From an optimization exercise on the open Yosys and OpenROAD flow, aimed at small area, a short achievable clock period and few clock cycles per item; shortcuts taken in it are not production practice.
Power is estimated from default activity; no workload was simulated.

== ember ==
Design non_restoring_div, start of the top module:
module non_restoring_div #(parameter N = 16) (
    input  logic clk, rst_n, start,
    input  logic [N-1:0] dividend, divisor,
    output logic [N-1:0] quotient, remainder,
    output logic ready
);
    localparam W = $clog2(N);
    function automatic logic [3:0] lead16(input logic [15:0] x);
        logic [3:0] v;
        logic [1:0] e [4];
        for (int k = 0; k < 4; k++) begin
            v[k] = |x[4*k +: 4];
            e[k] = x[4*k+3] ? 2'd3 : x[4*k+2] ? 2'd2 : x[4*k+1] ? 2'd1 : 2'd0;
        end
        lead16[3] = v[3] | v[2];
        lead16[2] = v[3] | (!v[2] & v[1]);
        lead16[1:0] = v[3] ? e[3] : v[2] ? e[2] : v[1] ? e[1] : e[0];
    endfunction
    function automatic logic [N:0] sub(input logic [N-1:0] x, y, input int M);
        logic [N-1:0] g, p;
        g = ~x & y;
        p = ~(x ^ y);
        for (int l = 0; (2 << l) <= M; l++)
            for (int i = 0; i < M; i++)
                if ((i + 1) % (2 << l) == 0) begin
                    g[i] = g[i] | (p[i] & g[i - (1 << l)]);
                    p[i] = p[i] & p[i - (1 << l)];
                end
        for (int l = $clog2(M) - 2; l >= 0; l--)
            for (int i = 0; i < M; i++)
                if ((i + 1) % (2 << l) == (1 << l) && i >= (2 << l)) begin
  ...
Size in the first run: roughly 590 cells after synthesis, about 55 flip-flops, about 68 I/O pins, roughly 0.0038 mm² of cells after synthesis.
==> module non_restoring_div, before the edit <==
module non_restoring_div #(parameter N = 16) (
    input  logic clk, rst_n, start,
    input  logic [N-1:0] dividend, divisor,
    output logic [N-1:0] quotient, remainder,
    output logic ready
);
    localparam W = $clog2(N);
    function automatic logic [3:0] lead16(input logic [15:0] x);
        logic [3:0] v;
        logic [1:0] e [4];
        for (int k = 0; k < 4; k++) begin
            v[k] = |x[4*k +: 4];
            e[k] = x[4*k+3] ? 2'd3 : x[4*k+2] ? 2'd2 : x[4*k+1] ? 2'd1 : 2'd0;
        end
        lead16[3] = v[3] | v[2];
        lead16[2] = v[3] | (!v[2] & v[1]);
        lead16[1:0] = v[3] ? e[3] : v[2] ? e[2] : v[1] ? e[1] : e[0];
    endfunction
    function automatic logic [N:0] sub(input logic [N-1:0] x, y, input int M);
        logic [N-1:0] g, p;
        g = ~x & y;
        p = ~(x ^ y);
        for (int l = 0; (2 << l) <= M; l++)
            for (int i = 0; i < M; i++)
                if ((i + 1) % (2 << l) == 0) begin
                    g[i] = g[i] | (p[i] & g[i - (1 << l)]);
                    p[i] = p[i] & p[i - (1 << l)];
                end
        for (int l = $clog2(M) - 2; l >= 0; l--)
            for (int i = 0; i < M; i++)
                if ((i + 1) % (2 << l) == (1 << l) && i >= (2 << l)) begin
                    g[i] = g[i] | (p[i] & g[i - (1 << l)]);
                    p[i] = p[i] & p[i - (1 << l)];
                end
        sub = '0;
        sub[M] = g[M-1];
        sub[N-1:0] = x ^ y ^ {g[N-2:0], 1'b0};
    endfunction
    logic [N-1:0] r, d, q;
    logic [W-1:0] cnt;
    logic         busy, align;
    logic [N:0]   s;
    logic         below, accept, last;
    logic [W-1:0] amt;
    logic [N-1:0] rot;
    logic [N:0]   diff;
    assign s      = sub({{(N-W){1'b0}}, lead16(dividend)},
                        {{(N-W){1'b0}}, lead16(divisor)}, W);
    assign below  = s[W];
    logic one;
    assign one    = divisor == 1;
    assign accept = start && !busy && divisor != '0;
    logic step;
    assign step   = !align || cnt == '0;
    assign last   = align ? cnt == '0 : cnt == '1;
    assign amt    = cnt;
    logic [N-1:0] rot1, rot2, rot4;
    assign rot1 = amt[0] ? {d[N-2:0],    1'b0}  : d;
    assign rot2 = amt[1] ? {rot1[N-3:0], 2'b0}  : rot1;
    assign rot4 = amt[2] ? {rot2[N-5:0], 4'b0}  : rot2;
    assign rot  = amt[3] ? {rot4[N-9:0], 8'b0}  : rot4;
    assign diff   = sub(r, d, N);
    always_ff @(posedge clk or negedge rst_n) begin
        if (!rst_n) begin
            busy  <= 1'b0;
            ready <= 1'b0;
        end else if (accept) begin
            busy  <= !below && !one;
            ready <= below || one;
        end else begin
            busy  <= busy && !last;
            ready <= busy && last;
        end
    end
    always_ff @(posedge clk) begin
        align <= !busy;
        if (!busy) begin
            r   <= one ? '0 : dividend;
            d   <= divisor;
            q   <= one ? dividend : '0;
            cnt <= s[W-1:0];
        end else begin
            if (step && !diff[N]) r <= diff[N-1:0];
            d   <= align ? rot : d >> 1;
            q   <= {q[N-2:0], step && !diff[N]};
            cnt <= cnt - 1'b1;
        end
    end
    assign quotient  = q;
    assign remainder = r;
endmodule
clock: 5.0 ns
lec_check: 0
abc_area: 1
cap_margin: 20
core_margin: 2
core_utilization: 50
place_density: 0.85
setup_slack_margin: 2.6
slew_margin: 20
standard.sh (not shown) runs the stock make flow with config.mk's settings and CLKGATE_MAP_FILE= SYNTH_SCRIPT=/design/flow/synth_recipe.tcl, a recipe that flattens the netlist after the stock synthesis.
==> flow/flow/run.sh <==
#!/bin/bash
set -euo pipefail
export BUFFER_PORTS_ARGS="-buffer_cell sky130_fd_sc_hd__buf_1"
bash standard.sh ADDER_MAP_FILE= finish > flow.log 2>&1
Both conditions hold for ember: the flow ran to the end and the final layout passed the timing, design-rule and antenna checks.
#### Input delta (fjord over ember)
==> flow/design.v <==
module non_restoring_div #(parameter N = 16) (
    input  logic clk, rst_n, start,
    input  logic [N-1:0] dividend, divisor,
    output logic [N-1:0] quotient, remainder,
    output logic ready
);
    localparam W = $clog2(N);
    function automatic logic [3:0] lead16(input logic [15:0] x);
        logic [3:0] v;
        logic [1:0] e [4];
        for (int k = 0; k < 4; k++) begin
            v[k] = |x[4*k +: 4];
            e[k] = x[4*k+3] ? 2'd3 : x[4*k+2] ? 2'd2 : x[4*k+1] ? 2'd1 : 2'd0;
        end
        lead16[3] = v[3] | v[2];
        lead16[2] = v[3] | (!v[2] & v[1]);
        lead16[1:0] = v[3] ? e[3] : v[2] ? e[2] : v[1] ? e[1] : e[0];
    endfunction
    function automatic logic [N:0] sub(input logic [N-1:0] x, y, input int M);
        logic [N-1:0] g, p;
        g = ~x & y;
        p = ~(x ^ y);
        for (int l = 0; (2 << l) <= M; l++)
            for (int i = 0; i < M; i++)
                if ((i + 1) % (2 << l) == 0) begin
                    g[i] = g[i] | (p[i] & g[i - (1 << l)]);
                    p[i] = p[i] & p[i - (1 << l)];
                end
        for (int l = $clog2(M) - 2; l >= 0; l--)
            for (int i = 0; i < M; i++)
                if ((i + 1) % (2 << l) == (1 << l) && i >= (2 << l)) begin
                    g[i] = g[i] | (p[i] & g[i - (1 << l)]);
                    p[i] = p[i] & p[i - (1 << l)];
                end
        sub = '0;
        sub[M] = g[M-1];
        sub[N-1:0] = x ^ y ^ {g[N-2:0], 1'b0};
    endfunction
    logic [N-1:0] r, d, q;
    logic [W-1:0] cnt;
    logic         busy, align;
    logic [N:0]   s;
    logic         below, accept, last;
    logic [W-1:0] amt;
    logic [N-1:0] rot;
    logic [N:0]   diff;
    assign s      = sub({{(N-W){1'b0}}, lead16(dividend)},
                        {{(N-W){1'b0}}, lead16(divisor)}, W);
    assign below  = s[W];
    assign accept = start && !busy && divisor != '0;
    logic step;
    assign step   = !align || cnt == '0;
    assign last   = align ? cnt == '0 : cnt == '1;
    assign amt    = cnt;
    logic [N-1:0] rot1, rot2, rot4;
    assign rot1 = amt[0] ? {d[N-2:0],    1'b0}  : d;
    assign rot2 = amt[1] ? {rot1[N-3:0], 2'b0}  : rot1;
    assign rot4 = amt[2] ? {rot2[N-5:0], 4'b0}  : rot2;
    assign rot  = amt[3] ? {rot4[N-9:0], 8'b0}  : rot4;
    assign diff   = sub(r, d, N);
    function automatic logic ge16(input logic [15:0] x, y);
        logic [15:0] gt, eq;
        gt = x & ~y;
        eq = ~(x ^ y);
        for (int l = 0; l < 4; l++)
            for (int i = 0; i < 16 >> (l + 1); i++) begin
                gt[i] = gt[2*i+1] | (eq[2*i+1] & gt[2*i]);
                eq[i] = eq[2*i+1] & eq[2*i];
            end
        ge16 = gt[0] | eq[0];
    endfunction
    logic ge;
    assign ge     = ge16(r, d);
    always_ff @(posedge clk or negedge rst_n) begin
        if (!rst_n) begin
            busy  <= 1'b0;
            ready <= 1'b0;
        end else if (accept) begin
            busy  <= !below;
            ready <= below;
        end else begin
            busy  <= busy && !last;
            ready <= busy && last;
        end
    end
    always_ff @(posedge clk) begin
        align <= !busy;
        if (!busy) begin
            r   <= dividend;
            d   <= divisor;
            q   <= '0;
            cnt <= s[W-1:0];
        end else begin
            if (step && ge) r <= diff[N-1:0];
            d   <= align ? rot : d >> 1;
            q   <= {q[N-2:0], step && ge};
            cnt <= cnt - 1'b1;
        end
    end
    assign quotient  = q;
    assign remainder = r;
endmodule
## What came out
Sort ember and fjord by data required time of the critical path, descending, and fjord comes first.
From ember to fjord the numbers moved as follows: maximum number of pins on one net before global-route repair has decreased, final core area utilization has decreased, instance area after placement has decreased, net switching power figure has decreased.
Comparing worst hold slack across all endpoints for ember and fjord, the smaller number came from fjord.
Compared with ember, fjord ends up with a smaller final cell area.
NOTE: worst-case headroom to the max-slew limit in fjord exceeds that of ember
Sort ember and fjord by combined area of the multi-input logic cells, ascending, and fjord comes first.
Worst-margin pin slew, ember and fjord, higher one = ember.
ember → fjord: worst setup slack now sits higher; clock group share of total power now sits higher.
When fjord is measured against ember, its maximum frequency turns out about 3.2% higher.
No run of this note included a check of the RTL's function; only the layout flow was run.

-- what the ideal ports hide --
Ports are ideal in the flow. The routed layouts listed here were re-timed in OpenROAD. Step 1 (the two cells are an assumption about what drives the block):
set clk [get_ports {clk}]
set_driving_cell -lib_cell sky130_fd_sc_hd__clkbuf_16 $clk
set_driving_cell -lib_cell sky130_fd_sc_hd__buf_2 [delete_from_list [all_inputs] $clk]
Step 2 moves the port delays by t, midway between the first and last clock arrival at a register: inputs arrive t later, outputs are due t later. That takes back most of the time a late clock gives input paths. a / b / c = ideal ports / drivers / drivers and shift; a / b = the first two.
run	t, ns	setup WS [ns]	worst data-port slew with drivers (ns)
ember	0.344	2.667 / 2.676 / 2.332	0.05
fjord	0.340	2.740 / 2.744 / 2.404	0.05
After both steps setup and hold are still met in every run listed. The setup slack of fjord, which loses most, moves by +0.004 ns with the drivers and by -0.336 ns with both steps.
